From an optimization exercise on the open Yosys and OpenROAD flow, aimed at small area and a short achievable clock period; shortcuts taken in it are not production practice.
Function was checked by simulation only, so behaviour that the tests miss may differ from the original.
Power and IR drop assume default switching activity.

[flow/flow/run.sh]
#!/bin/bash
# Standard ORFS layout with two changes:
#  - port buffers use the smallest buffer cell (buffer_ports' default pick is clkdlybuf4s50_1);
#  - after synthesis every combinational cell starts at drive strength 1 (flow/downsize.tcl),
#    and timing repair sizes up only what the timing needs.
set -euo pipefail
export BUFFER_PORTS_ARGS="-buffer_cell sky130_fd_sc_hd__buf_1"
export POST_SYNTH_TCL="$(pwd)/flow/downsize.tcl"
bash standard.sh finish > standard_flow.log 2>&1
[flow/flow/downsize.tcl]
# Sourced after the synthesized netlist is loaded (POST_SYNTH_TCL): set every
# combinational cell to its smallest (_1) drive strength; the later timing repair
# sizes up the cells that need it. Flip-flops are left as synthesis made them.
set db [ord::get_db]
set n 0
foreach inst [[ord::get_db_block] getInsts] {
  set m [[$inst getMaster] getName]
  if {[regexp {^(sky130_fd_sc_hd__[a-z0-9]+)_([0-9]+)$} $m -> base d]} {
    if {[string match "*__df*" $base] || [string match "*__dl*" $base] || [string match "*__sdf*" $base]} { continue }
    if {$d > 1} {
      set nm [$db findMaster ${base}_1]
      if {$nm ne "NULL" && $nm ne ""} { $inst swapMaster $nm; incr n }
    }
  }
}
puts "downsize.tcl: set $n cells to drive strength 1"
[flow/standard.sh]
#!/bin/bash
# synth_recipe.tcl (not shown) runs the flow's synth.tcl, then flattens the netlist and writes it again
# the make line also repeats each setting of config.mk as NAME=value (left out here)
make -C /OpenROAD-flow-scripts/flow DESIGN_CONFIG=/design/flow/config.mk WORK_HOME=/design/flow/orfs CLKGATE_MAP_FILE= SYNTH_SCRIPT=/design/flow/synth_recipe.tcl "${@:-finish}"
[flow/config.mk]
export PLATFORM = sky130hd
export DESIGN_NAME = PE
export DESIGN_NICKNAME = PE
export VERILOG_FILES = /design/flow/design.v
export SDC_FILE = /design/flow/constraint.sdc
export NUM_CORES = 4
export LEC_CHECK = 0
export CAP_MARGIN = 20
export CORE_MARGIN = 2
export CORE_UTILIZATION = 40
export PLACE_DENSITY = 0.6
export SETUP_SLACK_MARGIN = 3.3
export SLEW_MARGIN = 20
export SYNTH_HIERARCHICAL = 1
export SYNTH_MINIMUM_KEEP_SIZE = 0
[flow/constraint.sdc]
create_clock -name core_clock -period 8.0 [get_ports {clk}]
set_input_delay 1.6000 -clock core_clock [delete_from_list [all_inputs] [get_ports {clk}]]
set_output_delay 1.6000 -clock core_clock [all_outputs]
set_load 0.01 [all_outputs]
[flow/design.v]
module PE (
    input  wire               clk,
    input  wire               rst,
    input  wire               en,
    input  wire               mode_residual,
    input  wire signed [15:0] input_data,
    input  wire signed [15:0] weight_data,
    input  wire signed [15:0] residual_data,
    output reg  signed [15:0] output_data,
    output wire               input_sparse,
    output wire               weight_sparse,
    output wire               computation_skipped,
    output reg         [15:0] sparse_count,
    output reg         [15:0] total_count
);
    assign input_sparse  = (input_data[15:4] == 12'h000) |
                           ((input_data[15:4] == 12'hfff) & (input_data[3:0] != 4'h0));
    assign weight_sparse = (weight_data[15:4] == 12'h000) |
                           ((weight_data[15:4] == 12'hfff) & (weight_data[3:0] != 4'h0));
    assign computation_skipped = input_sparse | weight_sparse;
    wire mac = en & ~computation_skipped;
    reg  [15:0] acc_s;
    reg  [15:0] acc_c;
    reg         acc_x;
    wire pp_0_0;    
    nd2 u_pp0_0 (.a(input_data[0]), .b(weight_data[0]), .y(pp_0_0));
    wire pp_0_1;    
    nd2 u_pp0_1 (.a(input_data[0]), .b(weight_data[1]), .y(pp_0_1));
    wire pp_0_2;    
    nd2 u_pp0_2 (.a(input_data[0]), .b(weight_data[2]), .y(pp_0_2));
    wire pp_0_3;    
    nd2 u_pp0_3 (.a(input_data[0]), .b(weight_data[3]), .y(pp_0_3));
    wire pp_0_4;    
    nd2 u_pp0_4 (.a(input_data[0]), .b(weight_data[4]), .y(pp_0_4));
    wire pp_0_5;    
    nd2 u_pp0_5 (.a(input_data[0]), .b(weight_data[5]), .y(pp_0_5));
    wire pp_0_6;    
    nd2 u_pp0_6 (.a(input_data[0]), .b(weight_data[6]), .y(pp_0_6));
    wire pp_0_7;    
    nd2 u_pp0_7 (.a(input_data[0]), .b(weight_data[7]), .y(pp_0_7));
    wire pp_0_8;    
    nd2 u_pp0_8 (.a(input_data[0]), .b(weight_data[8]), .y(pp_0_8));
    wire pp_0_9;    
    nd2 u_pp0_9 (.a(input_data[0]), .b(weight_data[9]), .y(pp_0_9));
    wire pp_0_10;    
    nd2 u_pp0_10 (.a(input_data[0]), .b(weight_data[10]), .y(pp_0_10));
    wire pp_0_11;    
    nd2 u_pp0_11 (.a(input_data[0]), .b(weight_data[11]), .y(pp_0_11));
    wire pp_0_12;    
    nd2 u_pp0_12 (.a(input_data[0]), .b(weight_data[12]), .y(pp_0_12));
    wire pp_0_13;    
    nd2 u_pp0_13 (.a(input_data[0]), .b(weight_data[13]), .y(pp_0_13));
    wire pp_0_14;    
    nd2 u_pp0_14 (.a(input_data[0]), .b(weight_data[14]), .y(pp_0_14));
    wire pp_0_15;    
    nd2 u_pp0_15 (.a(input_data[0]), .b(weight_data[15]), .y(pp_0_15));
    wire pp_1_0;    
    nd2 u_pp1_0 (.a(input_data[1]), .b(weight_data[0]), .y(pp_1_0));
    wire pp_1_1;    
    nd2 u_pp1_1 (.a(input_data[1]), .b(weight_data[1]), .y(pp_1_1));
    wire pp_1_2;    
    nd2 u_pp1_2 (.a(input_data[1]), .b(weight_data[2]), .y(pp_1_2));
    wire pp_1_3;    
    nd2 u_pp1_3 (.a(input_data[1]), .b(weight_data[3]), .y(pp_1_3));
    wire pp_1_4;    
    nd2 u_pp1_4 (.a(input_data[1]), .b(weight_data[4]), .y(pp_1_4));
    wire pp_1_5;    
    nd2 u_pp1_5 (.a(input_data[1]), .b(weight_data[5]), .y(pp_1_5));
    wire pp_1_6;    
    nd2 u_pp1_6 (.a(input_data[1]), .b(weight_data[6]), .y(pp_1_6));
    wire pp_1_7;    
    nd2 u_pp1_7 (.a(input_data[1]), .b(weight_data[7]), .y(pp_1_7));
    wire pp_1_8;    
    nd2 u_pp1_8 (.a(input_data[1]), .b(weight_data[8]), .y(pp_1_8));
    wire pp_1_9;    
    nd2 u_pp1_9 (.a(input_data[1]), .b(weight_data[9]), .y(pp_1_9));
    wire pp_1_10;    
    nd2 u_pp1_10 (.a(input_data[1]), .b(weight_data[10]), .y(pp_1_10));
    wire pp_1_11;    
    nd2 u_pp1_11 (.a(input_data[1]), .b(weight_data[11]), .y(pp_1_11));
    wire pp_1_12;    
    nd2 u_pp1_12 (.a(input_data[1]), .b(weight_data[12]), .y(pp_1_12));
    wire pp_1_13;    
    nd2 u_pp1_13 (.a(input_data[1]), .b(weight_data[13]), .y(pp_1_13));
    wire pp_1_14;    
    nd2 u_pp1_14 (.a(input_data[1]), .b(weight_data[14]), .y(pp_1_14));
    wire pp_2_0;    
    nd2 u_pp2_0 (.a(input_data[2]), .b(weight_data[0]), .y(pp_2_0));
    wire pp_2_1;    
    nd2 u_pp2_1 (.a(input_data[2]), .b(weight_data[1]), .y(pp_2_1));
    wire pp_2_2;    
    nd2 u_pp2_2 (.a(input_data[2]), .b(weight_data[2]), .y(pp_2_2));
    wire pp_2_3;    
    nd2 u_pp2_3 (.a(input_data[2]), .b(weight_data[3]), .y(pp_2_3));
    wire pp_2_4;    
    nd2 u_pp2_4 (.a(input_data[2]), .b(weight_data[4]), .y(pp_2_4));
    wire pp_2_5;    
    nd2 u_pp2_5 (.a(input_data[2]), .b(weight_data[5]), .y(pp_2_5));
    wire pp_2_6;    
    nd2 u_pp2_6 (.a(input_data[2]), .b(weight_data[6]), .y(pp_2_6));
    wire pp_2_7;    
    nd2 u_pp2_7 (.a(input_data[2]), .b(weight_data[7]), .y(pp_2_7));
    wire pp_2_8;    
    nd2 u_pp2_8 (.a(input_data[2]), .b(weight_data[8]), .y(pp_2_8));
    wire pp_2_9;    
    nd2 u_pp2_9 (.a(input_data[2]), .b(weight_data[9]), .y(pp_2_9));
    wire pp_2_10;    
    nd2 u_pp2_10 (.a(input_data[2]), .b(weight_data[10]), .y(pp_2_10));
    wire pp_2_11;    
    nd2 u_pp2_11 (.a(input_data[2]), .b(weight_data[11]), .y(pp_2_11));
    wire pp_2_12;    
    nd2 u_pp2_12 (.a(input_data[2]), .b(weight_data[12]), .y(pp_2_12));
    wire pp_2_13;    
    nd2 u_pp2_13 (.a(input_data[2]), .b(weight_data[13]), .y(pp_2_13));
    wire pp_3_0;    
    nd2 u_pp3_0 (.a(input_data[3]), .b(weight_data[0]), .y(pp_3_0));
    wire pp_3_1;    
    nd2 u_pp3_1 (.a(input_data[3]), .b(weight_data[1]), .y(pp_3_1));
    wire pp_3_2;    
    nd2 u_pp3_2 (.a(input_data[3]), .b(weight_data[2]), .y(pp_3_2));
    wire pp_3_3;    
    nd2 u_pp3_3 (.a(input_data[3]), .b(weight_data[3]), .y(pp_3_3));
    wire pp_3_4;    
    nd2 u_pp3_4 (.a(input_data[3]), .b(weight_data[4]), .y(pp_3_4));
    wire pp_3_5;    
    nd2 u_pp3_5 (.a(input_data[3]), .b(weight_data[5]), .y(pp_3_5));
    wire pp_3_6;    
    nd2 u_pp3_6 (.a(input_data[3]), .b(weight_data[6]), .y(pp_3_6));
    wire pp_3_7;    
    nd2 u_pp3_7 (.a(input_data[3]), .b(weight_data[7]), .y(pp_3_7));
    wire pp_3_8;    
    nd2 u_pp3_8 (.a(input_data[3]), .b(weight_data[8]), .y(pp_3_8));
    wire pp_3_9;    
    nd2 u_pp3_9 (.a(input_data[3]), .b(weight_data[9]), .y(pp_3_9));
    wire pp_3_10;    
    nd2 u_pp3_10 (.a(input_data[3]), .b(weight_data[10]), .y(pp_3_10));
    wire pp_3_11;    
    nd2 u_pp3_11 (.a(input_data[3]), .b(weight_data[11]), .y(pp_3_11));
    wire pp_3_12;    
    nd2 u_pp3_12 (.a(input_data[3]), .b(weight_data[12]), .y(pp_3_12));
    wire pp_4_0;    
    nd2 u_pp4_0 (.a(input_data[4]), .b(weight_data[0]), .y(pp_4_0));
    wire pp_4_1;    
    nd2 u_pp4_1 (.a(input_data[4]), .b(weight_data[1]), .y(pp_4_1));
    wire pp_4_2;    
    nd2 u_pp4_2 (.a(input_data[4]), .b(weight_data[2]), .y(pp_4_2));
    wire pp_4_3;    
    nd2 u_pp4_3 (.a(input_data[4]), .b(weight_data[3]), .y(pp_4_3));
    wire pp_4_4;    
    nd2 u_pp4_4 (.a(input_data[4]), .b(weight_data[4]), .y(pp_4_4));
    wire pp_4_5;    
    nd2 u_pp4_5 (.a(input_data[4]), .b(weight_data[5]), .y(pp_4_5));
    wire pp_4_6;    
    nd2 u_pp4_6 (.a(input_data[4]), .b(weight_data[6]), .y(pp_4_6));
    wire pp_4_7;    
    nd2 u_pp4_7 (.a(input_data[4]), .b(weight_data[7]), .y(pp_4_7));
    wire pp_4_8;    
    nd2 u_pp4_8 (.a(input_data[4]), .b(weight_data[8]), .y(pp_4_8));
    wire pp_4_9;    
    nd2 u_pp4_9 (.a(input_data[4]), .b(weight_data[9]), .y(pp_4_9));
    wire pp_4_10;    
    nd2 u_pp4_10 (.a(input_data[4]), .b(weight_data[10]), .y(pp_4_10));
    wire pp_4_11;    
    nd2 u_pp4_11 (.a(input_data[4]), .b(weight_data[11]), .y(pp_4_11));
    wire pp_5_0;    
    nd2 u_pp5_0 (.a(input_data[5]), .b(weight_data[0]), .y(pp_5_0));
    wire pp_5_1;    
    nd2 u_pp5_1 (.a(input_data[5]), .b(weight_data[1]), .y(pp_5_1));
    wire pp_5_2;    
    nd2 u_pp5_2 (.a(input_data[5]), .b(weight_data[2]), .y(pp_5_2));
    wire pp_5_3;    
    nd2 u_pp5_3 (.a(input_data[5]), .b(weight_data[3]), .y(pp_5_3));
    wire pp_5_4;    
    nd2 u_pp5_4 (.a(input_data[5]), .b(weight_data[4]), .y(pp_5_4));
    wire pp_5_5;    
    nd2 u_pp5_5 (.a(input_data[5]), .b(weight_data[5]), .y(pp_5_5));
    wire pp_5_6;    
    nd2 u_pp5_6 (.a(input_data[5]), .b(weight_data[6]), .y(pp_5_6));
    wire pp_5_7;    
    nd2 u_pp5_7 (.a(input_data[5]), .b(weight_data[7]), .y(pp_5_7));
    wire pp_5_8;    
    nd2 u_pp5_8 (.a(input_data[5]), .b(weight_data[8]), .y(pp_5_8));
    wire pp_5_9;    
    nd2 u_pp5_9 (.a(input_data[5]), .b(weight_data[9]), .y(pp_5_9));
    wire pp_5_10;    
    nd2 u_pp5_10 (.a(input_data[5]), .b(weight_data[10]), .y(pp_5_10));
    wire pp_6_0;    
    nd2 u_pp6_0 (.a(input_data[6]), .b(weight_data[0]), .y(pp_6_0));
    wire pp_6_1;    
    nd2 u_pp6_1 (.a(input_data[6]), .b(weight_data[1]), .y(pp_6_1));
    wire pp_6_2;    
    nd2 u_pp6_2 (.a(input_data[6]), .b(weight_data[2]), .y(pp_6_2));
    wire pp_6_3;    
    nd2 u_pp6_3 (.a(input_data[6]), .b(weight_data[3]), .y(pp_6_3));
    wire pp_6_4;    
    nd2 u_pp6_4 (.a(input_data[6]), .b(weight_data[4]), .y(pp_6_4));
    wire pp_6_5;    
    nd2 u_pp6_5 (.a(input_data[6]), .b(weight_data[5]), .y(pp_6_5));
    wire pp_6_6;    
    nd2 u_pp6_6 (.a(input_data[6]), .b(weight_data[6]), .y(pp_6_6));
    wire pp_6_7;    
    nd2 u_pp6_7 (.a(input_data[6]), .b(weight_data[7]), .y(pp_6_7));
    wire pp_6_8;    
    nd2 u_pp6_8 (.a(input_data[6]), .b(weight_data[8]), .y(pp_6_8));
    wire pp_6_9;    
    nd2 u_pp6_9 (.a(input_data[6]), .b(weight_data[9]), .y(pp_6_9));
    wire pp_7_0;    
    nd2 u_pp7_0 (.a(input_data[7]), .b(weight_data[0]), .y(pp_7_0));
    wire pp_7_1;    
    nd2 u_pp7_1 (.a(input_data[7]), .b(weight_data[1]), .y(pp_7_1));
    wire pp_7_2;    
    nd2 u_pp7_2 (.a(input_data[7]), .b(weight_data[2]), .y(pp_7_2));
    wire pp_7_3;    
    nd2 u_pp7_3 (.a(input_data[7]), .b(weight_data[3]), .y(pp_7_3));
    wire pp_7_4;    
    nd2 u_pp7_4 (.a(input_data[7]), .b(weight_data[4]), .y(pp_7_4));
    wire pp_7_5;    
    nd2 u_pp7_5 (.a(input_data[7]), .b(weight_data[5]), .y(pp_7_5));
    wire pp_7_6;    
    nd2 u_pp7_6 (.a(input_data[7]), .b(weight_data[6]), .y(pp_7_6));
    wire pp_7_7;    
    nd2 u_pp7_7 (.a(input_data[7]), .b(weight_data[7]), .y(pp_7_7));
    wire pp_7_8;    
    nd2 u_pp7_8 (.a(input_data[7]), .b(weight_data[8]), .y(pp_7_8));
    wire pp_8_0;    
    nd2 u_pp8_0 (.a(input_data[8]), .b(weight_data[0]), .y(pp_8_0));
    wire pp_8_1;    
    nd2 u_pp8_1 (.a(input_data[8]), .b(weight_data[1]), .y(pp_8_1));
    wire pp_8_2;    
    nd2 u_pp8_2 (.a(input_data[8]), .b(weight_data[2]), .y(pp_8_2));
    wire pp_8_3;    
    nd2 u_pp8_3 (.a(input_data[8]), .b(weight_data[3]), .y(pp_8_3));
    wire pp_8_4;    
    nd2 u_pp8_4 (.a(input_data[8]), .b(weight_data[4]), .y(pp_8_4));
    wire pp_8_5;    
    nd2 u_pp8_5 (.a(input_data[8]), .b(weight_data[5]), .y(pp_8_5));
    wire pp_8_6;    
    nd2 u_pp8_6 (.a(input_data[8]), .b(weight_data[6]), .y(pp_8_6));
    wire pp_8_7;    
    nd2 u_pp8_7 (.a(input_data[8]), .b(weight_data[7]), .y(pp_8_7));
    wire pp_9_0;    
    nd2 u_pp9_0 (.a(input_data[9]), .b(weight_data[0]), .y(pp_9_0));
    wire pp_9_1;    
    nd2 u_pp9_1 (.a(input_data[9]), .b(weight_data[1]), .y(pp_9_1));
    wire pp_9_2;    
    nd2 u_pp9_2 (.a(input_data[9]), .b(weight_data[2]), .y(pp_9_2));
    wire pp_9_3;    
    nd2 u_pp9_3 (.a(input_data[9]), .b(weight_data[3]), .y(pp_9_3));
    wire pp_9_4;    
    nd2 u_pp9_4 (.a(input_data[9]), .b(weight_data[4]), .y(pp_9_4));
    wire pp_9_5;    
    nd2 u_pp9_5 (.a(input_data[9]), .b(weight_data[5]), .y(pp_9_5));
    wire pp_9_6;    
    nd2 u_pp9_6 (.a(input_data[9]), .b(weight_data[6]), .y(pp_9_6));
    wire pp_10_0;    
    nd2 u_pp10_0 (.a(input_data[10]), .b(weight_data[0]), .y(pp_10_0));
    wire pp_10_1;    
    nd2 u_pp10_1 (.a(input_data[10]), .b(weight_data[1]), .y(pp_10_1));
    wire pp_10_2;    
    nd2 u_pp10_2 (.a(input_data[10]), .b(weight_data[2]), .y(pp_10_2));
    wire pp_10_3;    
    nd2 u_pp10_3 (.a(input_data[10]), .b(weight_data[3]), .y(pp_10_3));
    wire pp_10_4;    
    nd2 u_pp10_4 (.a(input_data[10]), .b(weight_data[4]), .y(pp_10_4));
    wire pp_10_5;    
    nd2 u_pp10_5 (.a(input_data[10]), .b(weight_data[5]), .y(pp_10_5));
    wire pp_11_0;    
    nd2 u_pp11_0 (.a(input_data[11]), .b(weight_data[0]), .y(pp_11_0));
    wire pp_11_1;    
    nd2 u_pp11_1 (.a(input_data[11]), .b(weight_data[1]), .y(pp_11_1));
    wire pp_11_2;    
    nd2 u_pp11_2 (.a(input_data[11]), .b(weight_data[2]), .y(pp_11_2));
    wire pp_11_3;    
    nd2 u_pp11_3 (.a(input_data[11]), .b(weight_data[3]), .y(pp_11_3));
    wire pp_11_4;    
    nd2 u_pp11_4 (.a(input_data[11]), .b(weight_data[4]), .y(pp_11_4));
    wire pp_12_0;    
    nd2 u_pp12_0 (.a(input_data[12]), .b(weight_data[0]), .y(pp_12_0));
    wire pp_12_1;    
    nd2 u_pp12_1 (.a(input_data[12]), .b(weight_data[1]), .y(pp_12_1));
    wire pp_12_2;    
    nd2 u_pp12_2 (.a(input_data[12]), .b(weight_data[2]), .y(pp_12_2));
    wire pp_12_3;    
    nd2 u_pp12_3 (.a(input_data[12]), .b(weight_data[3]), .y(pp_12_3));
    wire pp_13_0;    
    nd2 u_pp13_0 (.a(input_data[13]), .b(weight_data[0]), .y(pp_13_0));
    wire pp_13_1;    
    nd2 u_pp13_1 (.a(input_data[13]), .b(weight_data[1]), .y(pp_13_1));
    wire pp_13_2;    
    nd2 u_pp13_2 (.a(input_data[13]), .b(weight_data[2]), .y(pp_13_2));
    wire pp_14_0;    
    nd2 u_pp14_0 (.a(input_data[14]), .b(weight_data[0]), .y(pp_14_0));
    wire pp_14_1;    
    nd2 u_pp14_1 (.a(input_data[14]), .b(weight_data[1]), .y(pp_14_1));
    wire pp_15_0;    
    nd2 u_pp15_0 (.a(input_data[15]), .b(weight_data[0]), .y(pp_15_0));
    wire hs0, hc0;
    xn2 u_hs0 (.a(acc_cn[11]), .b(acc_sn[11]), .y(hs0));
    or2m u_hc0 (.a(acc_cn[11]), .b(acc_sn[11]), .y(hc0));
    wire fs0, fc0;
    fa u_fa0 (.a(acc_cn[12]), .b(acc_sn[12]), .c(pp_0_12), .s(fs0), .co(fc0));
    wire hs1, hc1;
    xn2 u_hs1 (.a(pp_10_2), .b(pp_11_1), .y(hs1));
    or2m u_hc1 (.a(pp_10_2), .b(pp_11_1), .y(hc1));
    wire fs1, fc1;
    fa u_fa1 (.a(acc_cn[13]), .b(acc_sn[13]), .c(pp_0_13), .s(fs1), .co(fc1));
    wire fs2, fc2;
    fa u_fa2 (.a(pp_10_3), .b(pp_11_2), .c(pp_12_1), .s(fs2), .co(fc2));
    wire hs2, hc2;
    xn2 u_hs2 (.a(pp_13_0), .b(pp_1_12), .y(hs2));
    or2m u_hc2 (.a(pp_13_0), .b(pp_1_12), .y(hc2));
    wire fs3, fc3;
    fa u_fa3 (.a(acc_cn[14]), .b(acc_sn[14]), .c(pp_0_14), .s(fs3), .co(fc3));
    wire fs4, fc4;
    fa u_fa4 (.a(pp_10_4), .b(pp_11_3), .c(pp_12_2), .s(fs4), .co(fc4));
    wire fs5, fc5;
    fa u_fa5 (.a(pp_13_1), .b(pp_14_0), .c(pp_1_13), .s(fs5), .co(fc5));
    wire hs3, hc3;
    xn2 u_hs3 (.a(pp_2_12), .b(pp_3_11), .y(hs3));
    or2m u_hc3 (.a(pp_2_12), .b(pp_3_11), .y(hc3));
    wire hs4, hc4;
    xn2 u_hs4 (.a(acc_cn[6]), .b(acc_sn[6]), .y(hs4));
    or2m u_hc4 (.a(acc_cn[6]), .b(acc_sn[6]), .y(hc4));
    wire fs6, fc6;
    fa u_fa6 (.a(acc_cn[7]), .b(acc_sn[7]), .c(pp_0_7), .s(fs6), .co(fc6));
    wire fs7, fc7;
    fa u_fa7 (.a(acc_cn[8]), .b(acc_sn[8]), .c(pp_0_8), .s(fs7), .co(fc7));
    wire hs5, hc5;
    xn2 u_hs5 (.a(pp_1_7), .b(pp_2_6), .y(hs5));
    or2m u_hc5 (.a(pp_1_7), .b(pp_2_6), .y(hc5));
    wire fs8, fc8;
    fa u_fa8 (.a(acc_cn[9]), .b(acc_sn[9]), .c(pp_0_9), .s(fs8), .co(fc8));
    wire fs9, fc9;
    fa u_fa9 (.a(pp_1_8), .b(pp_2_7), .c(pp_3_6), .s(fs9), .co(fc9));
    wire hs6, hc6;
    xn2 u_hs6 (.a(pp_4_5), .b(pp_5_4), .y(hs6));
    or2m u_hc6 (.a(pp_4_5), .b(pp_5_4), .y(hc6));
    wire fs10, fc10;
    fa u_fa10 (.a(acc_cn[10]), .b(acc_sn[10]), .c(pp_0_10), .s(fs10), .co(fc10));
    wire fs11, fc11;
    fa u_fa11 (.a(pp_10_0), .b(pp_1_9), .c(pp_2_8), .s(fs11), .co(fc11));
    wire fs12, fc12;
    fa u_fa12 (.a(pp_3_7), .b(pp_4_6), .c(pp_5_5), .s(fs12), .co(fc12));
    wire hs7, hc7;
    xn2 u_hs7 (.a(pp_6_4), .b(pp_7_3), .y(hs7));
    or2m u_hc7 (.a(pp_6_4), .b(pp_7_3), .y(hc7));
    wire fs13, fc13;
    fa u_fa13 (.a(hs0), .b(pp_0_11), .c(pp_10_1), .s(fs13), .co(fc13));
    wire fs14, fc14;
    fa u_fa14 (.a(pp_11_0), .b(pp_1_10), .c(pp_2_9), .s(fs14), .co(fc14));
    wire fs15, fc15;
    fa u_fa15 (.a(pp_3_8), .b(pp_4_7), .c(pp_5_6), .s(fs15), .co(fc15));
    wire fs16, fc16;
    fa u_fa16 (.a(pp_6_5), .b(pp_7_4), .c(pp_8_3), .s(fs16), .co(fc16));
    wire fs17, fc17;
    fa u_fa17 (.a(hc0), .b(pp_12_0), .c(pp_1_11), .s(fs17), .co(fc17));
    wire fs18, fc18;
    fa u_fa18 (.a(pp_2_10), .b(pp_3_9), .c(pp_4_8), .s(fs18), .co(fc18));
    wire fs19, fc19;
    fa u_fa19 (.a(pp_5_7), .b(pp_6_6), .c(pp_7_5), .s(fs19), .co(fc19));
    wire fs20, fc20;
    fa u_fa20 (.a(pp_8_4), .b(pp_9_3), .c(hs1), .s(fs20), .co(fc20));
    wire fs21, fc21;
    fa u_fa21 (.a(pp_2_11), .b(pp_3_10), .c(pp_4_9), .s(fs21), .co(fc21));
    wire fs22, fc22;
    fa u_fa22 (.a(pp_5_8), .b(pp_6_7), .c(pp_7_6), .s(fs22), .co(fc22));
    wire fs23, fc23;
    fa u_fa23 (.a(pp_8_5), .b(pp_9_4), .c(hc1), .s(fs23), .co(fc23));
    wire fs24, fc24;
    fa u_fa24 (.a(hs2), .b(fc0), .c(fs1), .s(fs24), .co(fc24));
    wire fs25, fc25;
    fa u_fa25 (.a(pp_4_10), .b(pp_5_9), .c(pp_6_8), .s(fs25), .co(fc25));
    wire fs26, fc26;
    fa u_fa26 (.a(pp_7_7), .b(pp_8_6), .c(pp_9_5), .s(fs26), .co(fc26));
    wire fs27, fc27;
    fa u_fa27 (.a(hc2), .b(hs3), .c(fc1), .s(fs27), .co(fc27));
    wire fs28, fc28;
    fa u_fa28 (.a(fc2), .b(fs3), .c(fs4), .s(fs28), .co(fc28));
    wire hs8, hc8;
    xn2 u_hs8 (.a(acc_sn[5]), .b(pp_0_5), .y(hs8));
    or2m u_hc8 (.a(acc_sn[5]), .b(pp_0_5), .y(hc8));
    wire fs29, fc29;
    fa u_fa29 (.a(acc_xn), .b(hs4), .c(pp_0_6), .s(fs29), .co(fc29));
    wire fs30, fc30;
    fa u_fa30 (.a(pp_1_5), .b(pp_2_4), .c(pp_3_3), .s(fs30), .co(fc30));
    wire fs31, fc31;
    fa u_fa31 (.a(hc4), .b(pp_1_6), .c(pp_2_5), .s(fs31), .co(fc31));
    wire fs32, fc32;
    fa u_fa32 (.a(pp_3_4), .b(pp_4_3), .c(pp_5_2), .s(fs32), .co(fc32));
    wire hs9, hc9;
    xn2 u_hs9 (.a(pp_6_1), .b(pp_7_0), .y(hs9));
    or2m u_hc9 (.a(pp_6_1), .b(pp_7_0), .y(hc9));
    wire fs33, fc33;
    fa u_fa33 (.a(pp_3_5), .b(pp_4_4), .c(pp_5_3), .s(fs33), .co(fc33));
    wire fs34, fc34;
    fa u_fa34 (.a(pp_6_2), .b(pp_7_1), .c(pp_8_0), .s(fs34), .co(fc34));
    wire fs35, fc35;
    fa u_fa35 (.a(hs5), .b(fc6), .c(fs7), .s(fs35), .co(fc35));
    wire fs36, fc36;
    fa u_fa36 (.a(pp_6_3), .b(pp_7_2), .c(pp_8_1), .s(fs36), .co(fc36));
    wire fs37, fc37;
    fa u_fa37 (.a(pp_9_0), .b(hc5), .c(hs6), .s(fs37), .co(fc37));
    wire fs38, fc38;
    fa u_fa38 (.a(fc7), .b(fs8), .c(fs9), .s(fs38), .co(fc38));
    wire fs39, fc39;
    fa u_fa39 (.a(pp_8_2), .b(pp_9_1), .c(hc6), .s(fs39), .co(fc39));
    wire fs40, fc40;
    fa u_fa40 (.a(hs7), .b(fc8), .c(fc9), .s(fs40), .co(fc40));
    wire fs41, fc41;
    fa u_fa41 (.a(fs10), .b(fs11), .c(fs12), .s(fs41), .co(fc41));
    wire fs42, fc42;
    fa u_fa42 (.a(pp_9_2), .b(hc7), .c(fc10), .s(fs42), .co(fc42));
    wire fs43, fc43;
    fa u_fa43 (.a(fc11), .b(fc12), .c(fs13), .s(fs43), .co(fc43));
    wire fs44, fc44;
    fa u_fa44 (.a(fs14), .b(fs15), .c(fs16), .s(fs44), .co(fc44));
    wire fs45, fc45;
    fa u_fa45 (.a(fc13), .b(fc14), .c(fc15), .s(fs45), .co(fc45));
    wire fs46, fc46;
    fa u_fa46 (.a(fc16), .b(fs0), .c(fs17), .s(fs46), .co(fc46));
    wire fs47, fc47;
    fa u_fa47 (.a(fs18), .b(fs19), .c(fs20), .s(fs47), .co(fc47));
    wire fs48, fc48;
    fa u_fa48 (.a(fc17), .b(fc18), .c(fc19), .s(fs48), .co(fc48));
    wire fs49, fc49;
    fa u_fa49 (.a(fs2), .b(fs21), .c(fs22), .s(fs49), .co(fc49));
    wire fs50, fc50;
    fa u_fa50 (.a(fc20), .b(fs23), .c(fs24), .s(fs50), .co(fc50));
    wire fs51, fc51;
    fa u_fa51 (.a(fc21), .b(fc22), .c(fs25), .s(fs51), .co(fc51));
    wire fs52, fc52;
    fa u_fa52 (.a(fs26), .b(fs5), .c(fc23), .s(fs52), .co(fc52));
    wire fs53, fc53;
    fa u_fa53 (.a(fc24), .b(fs27), .c(fs28), .s(fs53), .co(fc53));
    wire hs10, hc10;
    xn2 u_hs10 (.a(acc_sn[3]), .b(pp_0_3), .y(hs10));
    or2m u_hc10 (.a(acc_sn[3]), .b(pp_0_3), .y(hc10));
    wire fs54, fc54;
    fa u_fa54 (.a(acc_sn[4]), .b(pp_0_4), .c(pp_1_3), .s(fs54), .co(fc54));
    wire hs11, hc11;
    xn2 u_hs11 (.a(pp_2_2), .b(pp_3_1), .y(hs11));
    or2m u_hc11 (.a(pp_2_2), .b(pp_3_1), .y(hc11));
    wire fs55, fc55;
    fa u_fa55 (.a(pp_1_4), .b(pp_2_3), .c(pp_3_2), .s(fs55), .co(fc55));
    wire fs56, fc56;
    fa u_fa56 (.a(pp_4_1), .b(pp_5_0), .c(hs8), .s(fs56), .co(fc56));
    wire fs57, fc57;
    fa u_fa57 (.a(pp_4_2), .b(pp_5_1), .c(pp_6_0), .s(fs57), .co(fc57));
    wire fs58, fc58;
    fa u_fa58 (.a(hc8), .b(fs29), .c(fs30), .s(fs58), .co(fc58));
    wire fs59, fc59;
    fa u_fa59 (.a(hs9), .b(fc29), .c(fc30), .s(fs59), .co(fc59));
    wire fs60, fc60;
    fa u_fa60 (.a(fs31), .b(fs32), .c(fs6), .s(fs60), .co(fc60));
    wire fs61, fc61;
    fa u_fa61 (.a(hc9), .b(fc31), .c(fc32), .s(fs61), .co(fc61));
    wire fs62, fc62;
    fa u_fa62 (.a(fs33), .b(fs34), .c(fs35), .s(fs62), .co(fc62));
    wire fs63, fc63;
    fa u_fa63 (.a(fc33), .b(fc34), .c(fs36), .s(fs63), .co(fc63));
    wire fs64, fc64;
    fa u_fa64 (.a(fs37), .b(fc35), .c(fs38), .s(fs64), .co(fc64));
    wire fs65, fc65;
    fa u_fa65 (.a(fc36), .b(fc37), .c(fs39), .s(fs65), .co(fc65));
    wire fs66, fc66;
    fa u_fa66 (.a(fc38), .b(fs40), .c(fs41), .s(fs66), .co(fc66));
    wire fs67, fc67;
    fa u_fa67 (.a(fc39), .b(fc40), .c(fc41), .s(fs67), .co(fc67));
    wire fs68, fc68;
    fa u_fa68 (.a(fs42), .b(fs43), .c(fs44), .s(fs68), .co(fc68));
    wire fs69, fc69;
    fa u_fa69 (.a(fc42), .b(fc43), .c(fc44), .s(fs69), .co(fc69));
    wire fs70, fc70;
    fa u_fa70 (.a(fs45), .b(fs46), .c(fs47), .s(fs70), .co(fc70));
    wire fs71, fc71;
    fa u_fa71 (.a(fc45), .b(fc46), .c(fs48), .s(fs71), .co(fc71));
    wire fs72, fc72;
    fa u_fa72 (.a(fs49), .b(fc47), .c(fs50), .s(fs72), .co(fc72));
    wire fs73, fc73;
    fa u_fa73 (.a(fc48), .b(fc49), .c(fs51), .s(fs73), .co(fc73));
    wire fs74, fc74;
    fa u_fa74 (.a(fs52), .b(fc50), .c(fs53), .s(fs74), .co(fc74));
    wire hs12, hc12;
    xn2 u_hs12 (.a(acc_sn[2]), .b(pp_0_2), .y(hs12));
    or2m u_hc12 (.a(acc_sn[2]), .b(pp_0_2), .y(hc12));
    wire fs75, fc75;
    fa u_fa75 (.a(pp_1_2), .b(pp_2_1), .c(pp_3_0), .s(fs75), .co(fc75));
    wire fs76, fc76;
    fa u_fa76 (.a(pp_4_0), .b(hc10), .c(hs11), .s(fs76), .co(fc76));
    wire fs77, fc77;
    fa u_fa77 (.a(hc11), .b(fc54), .c(fs55), .s(fs77), .co(fc77));
    wire fs78, fc78;
    fa u_fa78 (.a(fc55), .b(fs57), .c(fc56), .s(fs78), .co(fc78));
    wire fs79, fc79;
    fa u_fa79 (.a(fc57), .b(fc58), .c(fs59), .s(fs79), .co(fc79));
    wire fs80, fc80;
    fa u_fa80 (.a(fc59), .b(fc60), .c(fs61), .s(fs80), .co(fc80));
    wire fs81, fc81;
    fa u_fa81 (.a(fc61), .b(fs63), .c(fc62), .s(fs81), .co(fc81));
    wire fs82, fc82;
    fa u_fa82 (.a(fc63), .b(fs65), .c(fc64), .s(fs82), .co(fc82));
    wire fs83, fc83;
    fa u_fa83 (.a(fc65), .b(fc66), .c(fs67), .s(fs83), .co(fc83));
    wire fs84, fc84;
    fa u_fa84 (.a(fc67), .b(fc68), .c(fs69), .s(fs84), .co(fc84));
    wire fs85, fc85;
    fa u_fa85 (.a(fc69), .b(fs71), .c(fc70), .s(fs85), .co(fc85));
    wire fs86, fc86;
    fa u_fa86 (.a(fc71), .b(fs73), .c(fc72), .s(fs86), .co(fc86));
    wire hs13, hc13;
    xn2 u_hs13 (.a(acc_sn[1]), .b(pp_0_1), .y(hs13));
    or2m u_hc13 (.a(acc_sn[1]), .b(pp_0_1), .y(hc13));
    wire fs87, fc87;
    fa u_fa87 (.a(pp_1_1), .b(pp_2_0), .c(hs12), .s(fs87), .co(fc87));
    wire fs88, fc88;
    fa u_fa88 (.a(hc12), .b(hs10), .c(fs75), .s(fs88), .co(fc88));
    wire fs89, fc89;
    fa u_fa89 (.a(fc75), .b(fs54), .c(fs76), .s(fs89), .co(fc89));
    wire fs90, fc90;
    fa u_fa90 (.a(fc76), .b(fs56), .c(fs77), .s(fs90), .co(fc90));
    wire fs91, fc91;
    fa u_fa91 (.a(fc77), .b(fs58), .c(fs78), .s(fs91), .co(fc91));
    wire fs92, fc92;
    fa u_fa92 (.a(fs60), .b(fc78), .c(fs79), .s(fs92), .co(fc92));
    wire fs93, fc93;
    fa u_fa93 (.a(fc79), .b(fs80), .c(fs62), .s(fs93), .co(fc93));
    wire fs94, fc94;
    fa u_fa94 (.a(fc80), .b(fs64), .c(fs81), .s(fs94), .co(fc94));
    wire fs95, fc95;
    fa u_fa95 (.a(fs66), .b(fc81), .c(fs82), .s(fs95), .co(fc95));
    wire fs96, fc96;
    fa u_fa96 (.a(fs68), .b(fc82), .c(fs83), .s(fs96), .co(fc96));
    wire fs97, fc97;
    fa u_fa97 (.a(fs70), .b(fc83), .c(fs84), .s(fs97), .co(fc97));
    wire fs98, fc98;
    fa u_fa98 (.a(fc84), .b(fs72), .c(fs85), .s(fs98), .co(fc98));
    wire fs99, fc99;
    fa u_fa99 (.a(fs74), .b(fc85), .c(fs86), .s(fs99), .co(fc99));
    wire xs0;
    xo2 u_xo0 (.a(acc_cn[15]), .b(acc_sn[15]), .y(xs0));
    wire xs1;
    xo2 u_xo1 (.a(xs0), .b(pp_0_15), .y(xs1));
    wire xs2;
    xo2 u_xo2 (.a(pp_10_5), .b(pp_11_4), .y(xs2));
    wire xs3;
    xo2 u_xo3 (.a(pp_12_3), .b(pp_13_2), .y(xs3));
    wire xs4;
    xo2 u_xo4 (.a(pp_14_1), .b(pp_15_0), .y(xs4));
    wire xs5;
    xo2 u_xo5 (.a(pp_1_14), .b(pp_2_13), .y(xs5));
    wire xs6;
    xo2 u_xo6 (.a(pp_3_12), .b(pp_4_11), .y(xs6));
    wire xs7;
    xo2 u_xo7 (.a(pp_5_10), .b(pp_6_9), .y(xs7));
    wire xs8;
    xo2 u_xo8 (.a(pp_7_8), .b(pp_8_7), .y(xs8));
    wire xs9;
    xo2 u_xo9 (.a(pp_9_6), .b(xs1), .y(xs9));
    wire xs10;
    xo2 u_xo10 (.a(xs2), .b(xs3), .y(xs10));
    wire xs11;
    xo2 u_xo11 (.a(xs4), .b(xs5), .y(xs11));
    wire xs12;
    xo2 u_xo12 (.a(xs6), .b(xs7), .y(xs12));
    wire xs13;
    xo2 u_xo13 (.a(xs8), .b(hc3), .y(xs13));
    wire xs14;
    xo2 u_xo14 (.a(fc25), .b(fc26), .y(xs14));
    wire xs15;
    xo2 u_xo15 (.a(fc3), .b(fc4), .y(xs15));
    wire xs16;
    xo2 u_xo16 (.a(fc5), .b(xs10), .y(xs16));
    wire xs17;
    xo2 u_xo17 (.a(xs11), .b(xs12), .y(xs17));
    wire xs18;
    xo2 u_xo18 (.a(xs9), .b(xs13), .y(xs18));
    wire xs19;
    xo2 u_xo19 (.a(xs14), .b(xs15), .y(xs19));
    wire xs20;
    xo2 u_xo20 (.a(xs16), .b(xs17), .y(xs20));
    wire xs21;
    xo2 u_xo21 (.a(xs18), .b(fc27), .y(xs21));
    wire xs22;
    xo2 u_xo22 (.a(xs19), .b(xs20), .y(xs22));
    wire xs23;
    xo2 u_xo23 (.a(fc28), .b(fc51), .y(xs23));
    wire xs24;
    xo2 u_xo24 (.a(xs21), .b(xs22), .y(xs24));
    wire xs25;
    xo2 u_xo25 (.a(fc52), .b(xs23), .y(xs25));
    wire xs26;
    xo2 u_xo26 (.a(xs24), .b(xs25), .y(xs26));
    wire xs27;
    xo2 u_xo27 (.a(fc53), .b(fc73), .y(xs27));
    wire xs28;
    xo2 u_xo28 (.a(xs26), .b(xs27), .y(xs28));
    wire xs29;
    xo2 u_xo29 (.a(xs28), .b(fc74), .y(xs29));
    wire xs30;
    xn2 u_xo30 (.a(xs29), .b(fc86), .y(xs30));
    wire hs14, hc14;
    xn2 u_hs14 (.a(acc_sn[0]), .b(pp_0_0), .y(hs14));
    or2m u_hc14 (.a(acc_sn[0]), .b(pp_0_0), .y(hc14));
    wire fs100, fc100;
    fa u_fa100 (.a(pp_1_0), .b(hc14), .c(hs13), .s(fs100), .co(fc100));
    wire fs101, fc101;
    fa u_fa101 (.a(hc13), .b(fc100), .c(fs87), .s(fs101), .co(fc101));
    wire fs102, fc102;
    fa u_fa102 (.a(fc87), .b(fs88), .c(fc101), .s(fs102), .co(fc102));
    wire fs103, fc103;
    fa u_fa103 (.a(fc88), .b(fs89), .c(fc102), .s(fs103), .co(fc103));
    wire fs104, fc104;
    fa u_fa104 (.a(fc89), .b(fs90), .c(fc103), .s(fs104), .co(fc104));
    wire [15:0] row0 = {xs30, fc98, fc97, fc96, fc95, fc94, fc93, fc92, fc91, fc90, fs104, fs103, fs102, fs101, fs100, hs14};
    wire [15:0] row1 = {fc99, fs99, fs98, fs97, fs96, fs95, fs94, fs93, fs92, fs91, 1'b0, 1'b0, 1'b0, 1'b0, 1'b0, 1'b0};
    wire        rowx = fc104;    
    wire [15:0] res_g = residual_data & {16{mode_residual}};
    wire hs15, hc15;
    ha u_ha15 (.a(acc_c[6]), .b(acc_s[6]), .s(hs15), .co(hc15));
    wire hs16, hc16;
    ha u_ha16 (.a(acc_c[7]), .b(acc_s[7]), .s(hs16), .co(hc16));
    wire hs17, hc17;
    ha u_ha17 (.a(acc_c[8]), .b(acc_s[8]), .s(hs17), .co(hc17));
    wire hs18, hc18;
    ha u_ha18 (.a(acc_c[9]), .b(acc_s[9]), .s(hs18), .co(hc18));
    wire hs19, hc19;
    ha u_ha19 (.a(acc_c[10]), .b(acc_s[10]), .s(hs19), .co(hc19));
    wire hs20, hc20;
    ha u_ha20 (.a(acc_c[11]), .b(acc_s[11]), .s(hs20), .co(hc20));
    wire hs21, hc21;
    ha u_ha21 (.a(acc_c[12]), .b(acc_s[12]), .s(hs21), .co(hc21));
    wire hs22, hc22;
    ha u_ha22 (.a(acc_c[13]), .b(acc_s[13]), .s(hs22), .co(hc22));
    wire hs23, hc23;
    ha u_ha23 (.a(acc_c[14]), .b(acc_s[14]), .s(hs23), .co(hc23));
    wire hs24, hc24;
    ha u_ha24 (.a(acc_x), .b(hs15), .s(hs24), .co(hc24));
    wire fs105, fc105;
    fa u_fa105 (.a(hc15), .b(hs16), .c(res_g[7]), .s(fs105), .co(fc105));
    wire fs106, fc106;
    fa u_fa106 (.a(hc16), .b(hs17), .c(res_g[8]), .s(fs106), .co(fc106));
    wire fs107, fc107;
    fa u_fa107 (.a(hc17), .b(hs18), .c(res_g[9]), .s(fs107), .co(fc107));
    wire fs108, fc108;
    fa u_fa108 (.a(hc18), .b(hs19), .c(res_g[10]), .s(fs108), .co(fc108));
    wire fs109, fc109;
    fa u_fa109 (.a(hc19), .b(hs20), .c(res_g[11]), .s(fs109), .co(fc109));
    wire fs110, fc110;
    fa u_fa110 (.a(hc20), .b(hs21), .c(res_g[12]), .s(fs110), .co(fc110));
    wire fs111, fc111;
    fa u_fa111 (.a(hc21), .b(hs22), .c(res_g[13]), .s(fs111), .co(fc111));
    wire fs112, fc112;
    fa u_fa112 (.a(hc22), .b(hs23), .c(res_g[14]), .s(fs112), .co(fc112));
    wire xs31;
    xo2 u_xo31 (.a(acc_c[15]), .b(acc_s[15]), .y(xs31));
    wire xs32;
    xo2 u_xo32 (.a(xs31), .b(hc23), .y(xs32));
    wire xs33;
    xo2 u_xo33 (.a(res_g[15]), .b(xs32), .y(xs33));
    wire xs34;
    xo2 u_xo34 (.a(xs33), .b(fc112), .y(xs34));
    wire [15:0] out0 = {xs34, fc111, fc110, fc109, fc108, fc107, fc106, fc105, hc24, res_g[6], acc_s[5], acc_s[4], acc_s[3], acc_s[2], acc_s[1], acc_s[0]};
    wire [15:0] out1 = {1'b0, fs112, fs111, fs110, fs109, fs108, fs107, fs106, fs105, hs24, res_g[5], res_g[4], res_g[3], res_g[2], res_g[1], res_g[0]};
    wire [15:0] out_nx = out0 + out1;
    wire [15:0] acc_s_d, acc_c_d, out_d;
    wire [15:0] acc_sn = ~acc_s;
    wire [15:0] acc_cn = ~acc_c;
    wire acc_xn = ~acc_x;
    mx2i u_ms0 (.s(mac), .a1(row0[0]), .a0(acc_sn[0]), .y(acc_s_d[0]));
    mx2i u_ms1 (.s(mac), .a1(row0[1]), .a0(acc_sn[1]), .y(acc_s_d[1]));
    mx2i u_ms2 (.s(mac), .a1(row0[2]), .a0(acc_sn[2]), .y(acc_s_d[2]));
    mx2i u_ms3 (.s(mac), .a1(row0[3]), .a0(acc_sn[3]), .y(acc_s_d[3]));
    mx2i u_ms4 (.s(mac), .a1(row0[4]), .a0(acc_sn[4]), .y(acc_s_d[4]));
    mx2i u_ms5 (.s(mac), .a1(row0[5]), .a0(acc_sn[5]), .y(acc_s_d[5]));
    mx2i u_ms6 (.s(mac), .a1(row0[6]), .a0(acc_sn[6]), .y(acc_s_d[6]));
    mx2i u_ms7 (.s(mac), .a1(row0[7]), .a0(acc_sn[7]), .y(acc_s_d[7]));
    mx2i u_ms8 (.s(mac), .a1(row0[8]), .a0(acc_sn[8]), .y(acc_s_d[8]));
    mx2i u_ms9 (.s(mac), .a1(row0[9]), .a0(acc_sn[9]), .y(acc_s_d[9]));
    mx2i u_ms10 (.s(mac), .a1(row0[10]), .a0(acc_sn[10]), .y(acc_s_d[10]));
    mx2i u_ms11 (.s(mac), .a1(row0[11]), .a0(acc_sn[11]), .y(acc_s_d[11]));
    mx2i u_ms12 (.s(mac), .a1(row0[12]), .a0(acc_sn[12]), .y(acc_s_d[12]));
    mx2i u_ms13 (.s(mac), .a1(row0[13]), .a0(acc_sn[13]), .y(acc_s_d[13]));
    mx2i u_ms14 (.s(mac), .a1(row0[14]), .a0(acc_sn[14]), .y(acc_s_d[14]));
    mx2i u_ms15 (.s(mac), .a1(row0[15]), .a0(acc_sn[15]), .y(acc_s_d[15]));
    mx2i u_mc6 (.s(mac), .a1(row1[6]), .a0(acc_cn[6]), .y(acc_c_d[6]));
    mx2i u_mc7 (.s(mac), .a1(row1[7]), .a0(acc_cn[7]), .y(acc_c_d[7]));
    mx2i u_mc8 (.s(mac), .a1(row1[8]), .a0(acc_cn[8]), .y(acc_c_d[8]));
    mx2i u_mc9 (.s(mac), .a1(row1[9]), .a0(acc_cn[9]), .y(acc_c_d[9]));
    mx2i u_mc10 (.s(mac), .a1(row1[10]), .a0(acc_cn[10]), .y(acc_c_d[10]));
    mx2i u_mc11 (.s(mac), .a1(row1[11]), .a0(acc_cn[11]), .y(acc_c_d[11]));
    mx2i u_mc12 (.s(mac), .a1(row1[12]), .a0(acc_cn[12]), .y(acc_c_d[12]));
    mx2i u_mc13 (.s(mac), .a1(row1[13]), .a0(acc_cn[13]), .y(acc_c_d[13]));
    mx2i u_mc14 (.s(mac), .a1(row1[14]), .a0(acc_cn[14]), .y(acc_c_d[14]));
    mx2i u_mc15 (.s(mac), .a1(row1[15]), .a0(acc_cn[15]), .y(acc_c_d[15]));
    wire acc_x_d;
    mx2i u_mx (.s(mac), .a1(rowx), .a0(acc_xn), .y(acc_x_d));
    mx2 u_mo0 (.s(en), .a1(out_nx[0]), .a0(output_data[0]), .y(out_d[0]));
    mx2 u_mo1 (.s(en), .a1(out_nx[1]), .a0(output_data[1]), .y(out_d[1]));
    mx2 u_mo2 (.s(en), .a1(out_nx[2]), .a0(output_data[2]), .y(out_d[2]));
    mx2 u_mo3 (.s(en), .a1(out_nx[3]), .a0(output_data[3]), .y(out_d[3]));
    mx2 u_mo4 (.s(en), .a1(out_nx[4]), .a0(output_data[4]), .y(out_d[4]));
    mx2 u_mo5 (.s(en), .a1(out_nx[5]), .a0(output_data[5]), .y(out_d[5]));
    mx2 u_mo6 (.s(en), .a1(out_nx[6]), .a0(output_data[6]), .y(out_d[6]));
    mx2 u_mo7 (.s(en), .a1(out_nx[7]), .a0(output_data[7]), .y(out_d[7]));
    mx2 u_mo8 (.s(en), .a1(out_nx[8]), .a0(output_data[8]), .y(out_d[8]));
    mx2 u_mo9 (.s(en), .a1(out_nx[9]), .a0(output_data[9]), .y(out_d[9]));
    mx2 u_mo10 (.s(en), .a1(out_nx[10]), .a0(output_data[10]), .y(out_d[10]));
    mx2 u_mo11 (.s(en), .a1(out_nx[11]), .a0(output_data[11]), .y(out_d[11]));
    mx2 u_mo12 (.s(en), .a1(out_nx[12]), .a0(output_data[12]), .y(out_d[12]));
    mx2 u_mo13 (.s(en), .a1(out_nx[13]), .a0(output_data[13]), .y(out_d[13]));
    mx2 u_mo14 (.s(en), .a1(out_nx[14]), .a0(output_data[14]), .y(out_d[14]));
    mx2 u_mo15 (.s(en), .a1(out_nx[15]), .a0(output_data[15]), .y(out_d[15]));
    always @(posedge clk or posedge rst) begin
        if (rst) begin
            acc_s <= 16'd0;
            acc_c <= 16'd0;
            acc_x <= 1'b0;
            output_data <= 16'd0;
            sparse_count <= 16'd0;
            total_count <= 16'd0;
        end else begin
            total_count  <= total_count + {15'd0, en};
            sparse_count <= sparse_count + {15'd0, en & computation_skipped};
            acc_s <= acc_s_d;
            acc_c[6] <= acc_c_d[6];
            acc_c[7] <= acc_c_d[7];
            acc_c[8] <= acc_c_d[8];
            acc_c[9] <= acc_c_d[9];
            acc_c[10] <= acc_c_d[10];
            acc_c[11] <= acc_c_d[11];
            acc_c[12] <= acc_c_d[12];
            acc_c[13] <= acc_c_d[13];
            acc_c[14] <= acc_c_d[14];
            acc_c[15] <= acc_c_d[15];
            acc_x <= acc_x_d;
            output_data <= out_d;
        end
    end
endmodule
module fa (input wire a, input wire b, input wire c, output wire s, output wire co);
    assign s = a ^ b ^ c;
    assign co = (a & b) | (a & c) | (b & c);
endmodule
module ha (input wire a, input wire b, output wire s, output wire co);
    assign s = a ^ b;
    assign co = a & b;
endmodule
module xo2 (input wire a, input wire b, output wire y);
    assign y = a ^ b;
endmodule
module xn2 (input wire a, input wire b, output wire y);
    assign y = ~(a ^ b);
endmodule
module or2m (input wire a, input wire b, output wire y);
    assign y = a | b;
endmodule
module nd2 (input wire a, input wire b, output wire y);
    assign y = ~(a & b);
endmodule
module mx2 (input wire s, input wire a1, input wire a0, output wire y);
    assign y = s ? a1 : a0;
endmodule
module mx2i (input wire s, input wire a1, input wire a0, output wire y);
    assign y = ~(s ? a1 : a0);
endmodule
==> flow_summary.json, run 1 <==
{
  "slowest_delay_ns": 0.57,
  "io_pins": 103,
  "drive_gt1_share_pct": 5.764,
  "tightest_slew_ns": 0.9442,
  "setup_tns_ns": 0,
  "combPwrFrac_pct": 71.7,
  "grt_start_max_net_pins": 76,
  "slowest_stage": "fa_1",
  "worstSetupEndpointType": "flop",
  "netlist_area_um2": 7300,
  "htreeDepth": 3,
  "cp.buffers_inverters": 1,
  "fmax_mhz": 215.6,
  "globalRouteTotalUtil_pct": 18.56,
  "die_h_um": 139.1,
  "ys.warnings.count": 7,
  "overflow": 0,
  "via_per_inst": 5.204,
  "netlist_instances": 676,
  "drv_slew": 0,
  "swShare_pct": 44.59,
  "first_pass_iters": 5,
  "crit_top_cell": "fa_1",
  "p_per_area_nw_per_um2": 426.0,
  "insertion_delay_ns": 0.33,
  "setup_slack_ns": 3.361,
  "p_leak_nw": 3.519,
  "dieWidth_um": 139.1,
  "clock-sinks": 75,
  "critPathMaxFanout": 5,
  "clk_pin_slew_worst_paths_ns": 0.06,
  "io_buffers": 102,
  "maxSlewHeadroom_pct": 37.05,
  "finClkSkew_ns": 0.006328,
  "dp.final_hpwl_mm": 13.30,
  "p_sw_mw": 1.585,
  "critPathRequiredTime_ns": 8.20,
  "place_congestion": 0.8617,
  "path_class": "in2reg",
  "ir_worst_vdd_mv": 0.3720,
  "status": "timing/DRC/antenna clean",
  "nNetsFinal": 988,
  "finalPower_mw": 3.554,
  "drt-wirelength-per-cell_um": 16.81,
  "cts-root-buf": "clkbuf_16",
  "hold_viol_final": 0,
  "clock_path_buffers": 2,
  "finalCriticalPeriod_ns": 4.639,
  "cts-buffers-inserted": 9,
  "die-area_um2": 19340,
  "post-route-drc-count": 0,
  "rows": 49,
  "initial_core_util_pct": 40.64,
  "num_vias": 5345,
  "internal_power_mw": 1.969,
  "finalSetupViolations": 0,
  "antenna_found_initial": 0,
  "crit_chain": "buf_1 -> nand2_1 -> fa_1 -> fa_1 -> fa_1 -> fa_2 -> fa_1 -> fa_1 -> mux2i_1",
  "totalWireLength_mm": 17.26,
  "max_cap_violations": 0,
  "clockPowerShare_pct": 10.9,
  "synth.avg_cell_area_um2": 10.80,
  "grt_pass1_vias": 5617,
  "seq_power_share_pct": 17.5,
  "syn_nets": 871,
  "rsz0062_at_grt": "true",
  "antenna_cells": 0,
  "cp_top_family": "adder cells",
  "cts_tree": "yes",
  "syn2layout_area_growth_pct": 14.30,
  "startpoint_type": "input port",
  "arrival_ns": 4.84,
  "grt_pass1_wl_mm": 28.67,
  "drtIter0Drc": 289,
  "postRouteAntennaNets": 0,
  "worst_hold_path_type": "reg2reg",
  "period_share_pct": 57.98,
  "pre_cts_ws_ns": 2.806,
  "core_um2": 17960,
  "ctsHoldBuffers": 0
}
cells in the final DEF, fill, tap and decap left out, types with 2 or more instances in the layout:
master	n
nand2_1	156
fa_1	113
buf_1	84
dfrtp_1	75
xor2_1	46
xnor2_1	44
inv_1	31
ha_1	29
mux2i_1	28
and2_1	18
mux2_1	17
or2_1	16
nand4_1	14
a21oi_1	12
clkbuf_2	12
nand3_1	11
nor2_1	10
and3_1	10
nor4_1	10
clkbuf_16	9
buf_2	7
buf_4	7
o21ai_0	6
a21o_1	3
a31oi_1	3
clkbuf_8	3
o211ai_1	2
a31oi_2	2
and4_1	2
clkinv_2	2
power groups by stage:
stage	clock network [mW]	registers [mW]	logic, mW
after floorplan	0	0.637	1.98
after global placement	0	0.623	2.52
after detailed placement	0	0.630	2.58
after CTS	0.400	0.624	2.59
after global routing	0.416	0.641	2.96
final	0.386	0.621	2.55
worst paths after layout:
| kind | startpoint | end | slack [ns] | cells past startpoint |
|---|---|---|---|---|
| hold / removal | sparse_count[15]$_DFF_PP0_ | sparse_count[15]$_DFF_PP0_ | 0.46 | 1 |
| max in group asynchronous | rst | acc_s[0]$_DFF_PP0_ | 5.86 | 3 |
| hold reg to reg | sparse_count[15]$_DFF_PP0_ | sparse_count[15]$_DFF_PP0_ | 0.46 | 1 |
| setup reg to reg | acc_c[13]$_DFF_PP0_ | acc_c[14]$_DFF_PP0_ | 4.54 | 8 |
| setup / recovery | weight_data[13] | acc_c[14]$_DFF_PP0_ | 3.36 | 9 |
| min in group asynchronous | rst | sparse_count[8]$_DFF_PP0_ | 1.54 | 3 |
area by class of cell:
class                   count  area (µm²)
well taps                 229       286.5
clock inverters             3       21.27
multi-input cells         564        5293
fillers                  1741        9620
clock buffers              13       270.3
inverters                  32       121.4
flip-flops and latches     75        1877
repair buffers            111       474.2
flip-flops by register name, summed over array words and instances (netlist names):
| register | count |
|---|---|
| acc_s | 16 |
| output_data | 16 |
| sparse_count | 16 |
| total_count | 16 |
| acc_c | 10 |
| acc_x | 1 |
layer usage:
metal / GRT usage [%] / routed length, µm
met3: 3.488 / 1117
met5: 0 / 0
met2: 28.65 / 7996
met1: 26.73 / 7891
met4: 5.688 / 254
what timing repair did:
action	in CTS	in global routing
hold endpoints to repair	0	0
buffers inserted	0	4
pin swaps	0	1
resized for setup	9	16
setup endpoints to repair	7	9
gates cloned	0	1
metrics by stage:
step           instance area [µm²]  hold WS [ns]  utilization (%)  std cells
4_1_cts                       8293        0.4718            46.17       1022
6_report                      8343        0.4648            46.44       1027
2_1_floorplan                 7300        0.5039                -        676
3_3_place_gp                  7975        0.4578            44.40       1006
3_5_place_dp                  7975        0.4613            44.40       1006
5_1_grt                       8343        0.4923            46.44       1027
==> inputs of run 2 (changes only) <==
--- a/flow/config.mk
+++ b/flow/config.mk
@@ -8,7 +8,7 @@
 export CAP_MARGIN = 20
 export CORE_MARGIN = 2
-export CORE_UTILIZATION = 40
-export PLACE_DENSITY = 0.6
-export SETUP_SLACK_MARGIN = 3.3
+export CORE_UTILIZATION = 55
+export PLACE_DENSITY = 0.7
+export SETUP_SLACK_MARGIN = 3.5
 export SLEW_MARGIN = 20
 export SYNTH_HIERARCHICAL = 1
==> run 2 against run 1 <==
Compared with the run above: still clean; setup slack improved by 0.17 ns; hold slack better by 0.0064 ns; critical path depth is 1 higher; largest power group unchanged; highest routed layer unchanged.
==> flow_summary.json, run 2 <==
{
  "wl_met2_mm": 8.878,
  "netlist_instances": 676,
  "finClkSkew_ns": 0.007897,
  "totalWireLength_mm": 17.58,
  "netlist_area_um2": 7300,
  "drive_gt1_share_pct": 6.533,
  "worst_hold_path_type": "reg2reg",
  "antenna_cells": 0,
  "io_buffers": 102,
  "setup_tns_ns": 0,
  "worst-r2r-setup-slack_ns": 4.52,
  "rsz0062_at_grt": "true",
  "num_vias": 5475,
  "critPathMaxFanout": 4,
  "cts-root-buf": "clkbuf_16",
  "min_to": "total_count[15]$_DFF_PP0_",
  "drtIter0Drc": 364,
  "synth.avg_cell_area_um2": 10.80,
  "met3_length_mm": 1.315,
  "io_pins": 103,
  "clock_path_buffers": 2,
  "finalCriticalPeriod_ns": 4.466,
  "nNetsFinal": 986,
  "overflow": 0,
  "final_common_cell": "nand2_1",
  "worstSetupEndpointType": "flop",
  "globalRouteTotalUtil_pct": 26.66,
  "ctsHoldBuffers": 0,
  "critPathRequiredTime_ns": 8.22,
  "grt_pass1_vias": 5968,
  "grt_start_max_net_pins": 76,
  "grt_pass1_wl_mm": 29.40,
  "finalSetupViolations": 0,
  "syn2layout_area_growth_pct": 14.02,
  "hold_viol_final": 0,
  "crit_top_cell": "fa_1",
  "path_class": "in2reg",
  "dieWidth_um": 119.2,
  "arrival_ns": 4.68,
  "slowest_delay_ns": 0.52,
  "maxSlewHeadroom_pct": 37.01,
  "antenna_found_initial": 0,
  "startpoint_type": "input port",
  "ys.warnings.count": 7,
  "reg2regPathDepth": 8,
  "hold_path_depth": 1,
  "die-area_um2": 14210,
  "post-route-drc-count": 0,
  "syn_nets": 871,
  "ir_worst_vdd_mv": 0.4399,
  "drv_slew": 0,
  "p_leak_nw": 3.546,
  "wl_met1_mm": 6.796,
  "via_per_inst": 5.633,
  "pre_cts_ws_ns": 2.868,
  "clock-sinks": 75,
  "layout_common_cells": "155 x nand2_1, 113 x fa_1, 78 x buf_1",
  "worstHoldStart": "total_count[15]$_DFF_PP0_",
  "first_pass_iters": 5,
  "topRoutingLayerUsed": "met4",
  "fin_hold_ws_ns": 0.4711,
  "period_share_pct": 55.82,
  "postRouteAntennaNets": 0,
  "fmax_mhz": 223.9,
  "htreeDepth": 3,
  "fillers": 1106,
  "initial_core_util_pct": 55.79,
  "rows": 42,
  "insertion_delay_ns": 0.35,
  "r2r_end": "acc_c[14]$_DFF_PP0_",
  "place_congestion": 0.9473,
  "tightest_slew_ns": 0.9448,
  "core_um2": 13090,
  "timing.rr.start": "acc_c[13]$_DFF_PP0_",
  "dp.final_hpwl_mm": 13.52,
  "clk_pin_slew_worst_paths_ns": 0.06,
  "drt-wirelength-per-cell_um": 18.09,
  "cts-buffers-inserted": 9,
  "die_h_um": 119.2,
  "cts_tree": "yes",
  "slowest_stage": "fa_1",
  "utilization_pct": 63.61,
  "setup_slack_ns": 3.534,
  "p_per_area_nw_per_um2": 445.7,
  "crit_chain": "buf_6 -> buf_6 -> nand2_2 -> fa_1 -> fa_1 -> fa_1 -> fa_2 -> fa_1 -> fa_1 -> mux2i_1",
  "max_cap_violations": 0,
  "status": "timing/DRC/antenna clean"
}
run 2: cell count changes in the layout (fill, tap and decap cells not counted), moves of 3 or more:
cell and delta:
clkbuf_8 -3, clkbuf_2 -5, buf_1 -6, buf_2 +6
clkbuf_4 +3
run 2: final cells by class:
class                   instances  area (µm²)  share of cell area, %
clock buffers                   9       225.2                  2.706
clock inverters                 7       98.84                  1.188
well taps                     176       220.2                  2.646
multi-input cells             564        5295                  63.62
inverters                      32       120.1                  1.443
flip-flops and latches         75        1877                  22.55
repair buffers                109       486.7                  5.848
run 2: through the flow:
stage,instances,power (mW),cell area (µm²)
final,972,3.710,8323
after global placement,953,3.160,7910
after CTS,972,3.762,8280
after detailed placement,953,3.284,7910
after floorplan,676,2.624,7302
after global routing,972,4.128,8323
run 2: timing repair:
item,in CTS,in global routing
buffers inserted,3,0
setup endpoints to repair,14,16
gates cloned,0,0
gates resized for setup,17,16
run 2: report_power, final:
group / total, mW / switching [mW] / internal [mW] / leakage (nW)
clock network: 0.445 / 0.170 / 0.275 / 0.156
registers: 0.618 / 0.0813 / 0.537 / 0.945
logic: 2.65 / 1.43 / 1.21 / 2.44
run 2: critical path, delay by kind of cell:
kind	cells	cell delay, ns
multiplexers	1	0.06
AND/OR/NAND/NOR	1	0.07
adder cells (fa/ha/maj)	6	2.72
buffers and inverters	2	0.21
run 2: worst max-delay path by stage:
stage | depth (start not counted) | to | from | slack, ns
5_1_grt | 8 | acc_c[13]$_DFF_PP0_ | input_data[8] | 3.46
3_5_place_dp | 8 | acc_c[13]$_DFF_PP0_ | weight_data[0] | 2.87
2_1_floorplan | 8 | acc_c[14]$_DFF_PP0_ | input_data[0] | 3.49
6_report | 10 | acc_c[14]$_DFF_PP0_ | input_data[0] | 3.53
3_3_place_gp | 9 | acc_c[14]$_DFF_PP0_ | weight_data[1] | 2.96
4_1_cts | 8 | acc_c[13]$_DFF_PP0_ | input_data[7] | 3.45
run 2: metal layers:
metal	global-route usage [%]	up-vias
met1	33.86	2750
met5	0	-
li1	-	2453
met4	10.86	0
met3	6.418	42
met2	44.11	230

static timing again, ports no longer ideal:
Ports are ideal in the flow. The routed layouts listed here were re-timed in OpenROAD. Step 1 (the two cells are an assumption about what drives the block):
set clk [get_ports {clk}]
set_driving_cell -lib_cell sky130_fd_sc_hd__clkbuf_16 $clk
set_driving_cell -lib_cell sky130_fd_sc_hd__buf_2 [delete_from_list [all_inputs] $clk]
Step 2 adds t to the input delays and takes it off the output delays; t is the mean of the earliest and latest rising clock arrival at the registers after step 1. Input paths then give back, and output paths get back, about the clock's delay inside the block. a / b / c = ideal / step 1 / step 2; a / b = the first two.
run | t, ns | setup WS [ns] | clock arrival spread, ns | worst register clock-pin slew, ns | pins driven straight from the clock port
run 1 | 0.368 | 3.361 / 3.369 / 3.011 | 0.006 / 0.007 | 0.06 / 0.06 | 1
run 2 | 0.389 | 3.534 / 3.536 / 3.147 | 0.009 / 0.009 | 0.06 / 0.06 | 1
After both steps setup and hold are still met in every run listed. For run 2, which loses most, drivers alone change the setup slack by +0.002 ns; drivers and shift together by -0.387 ns.
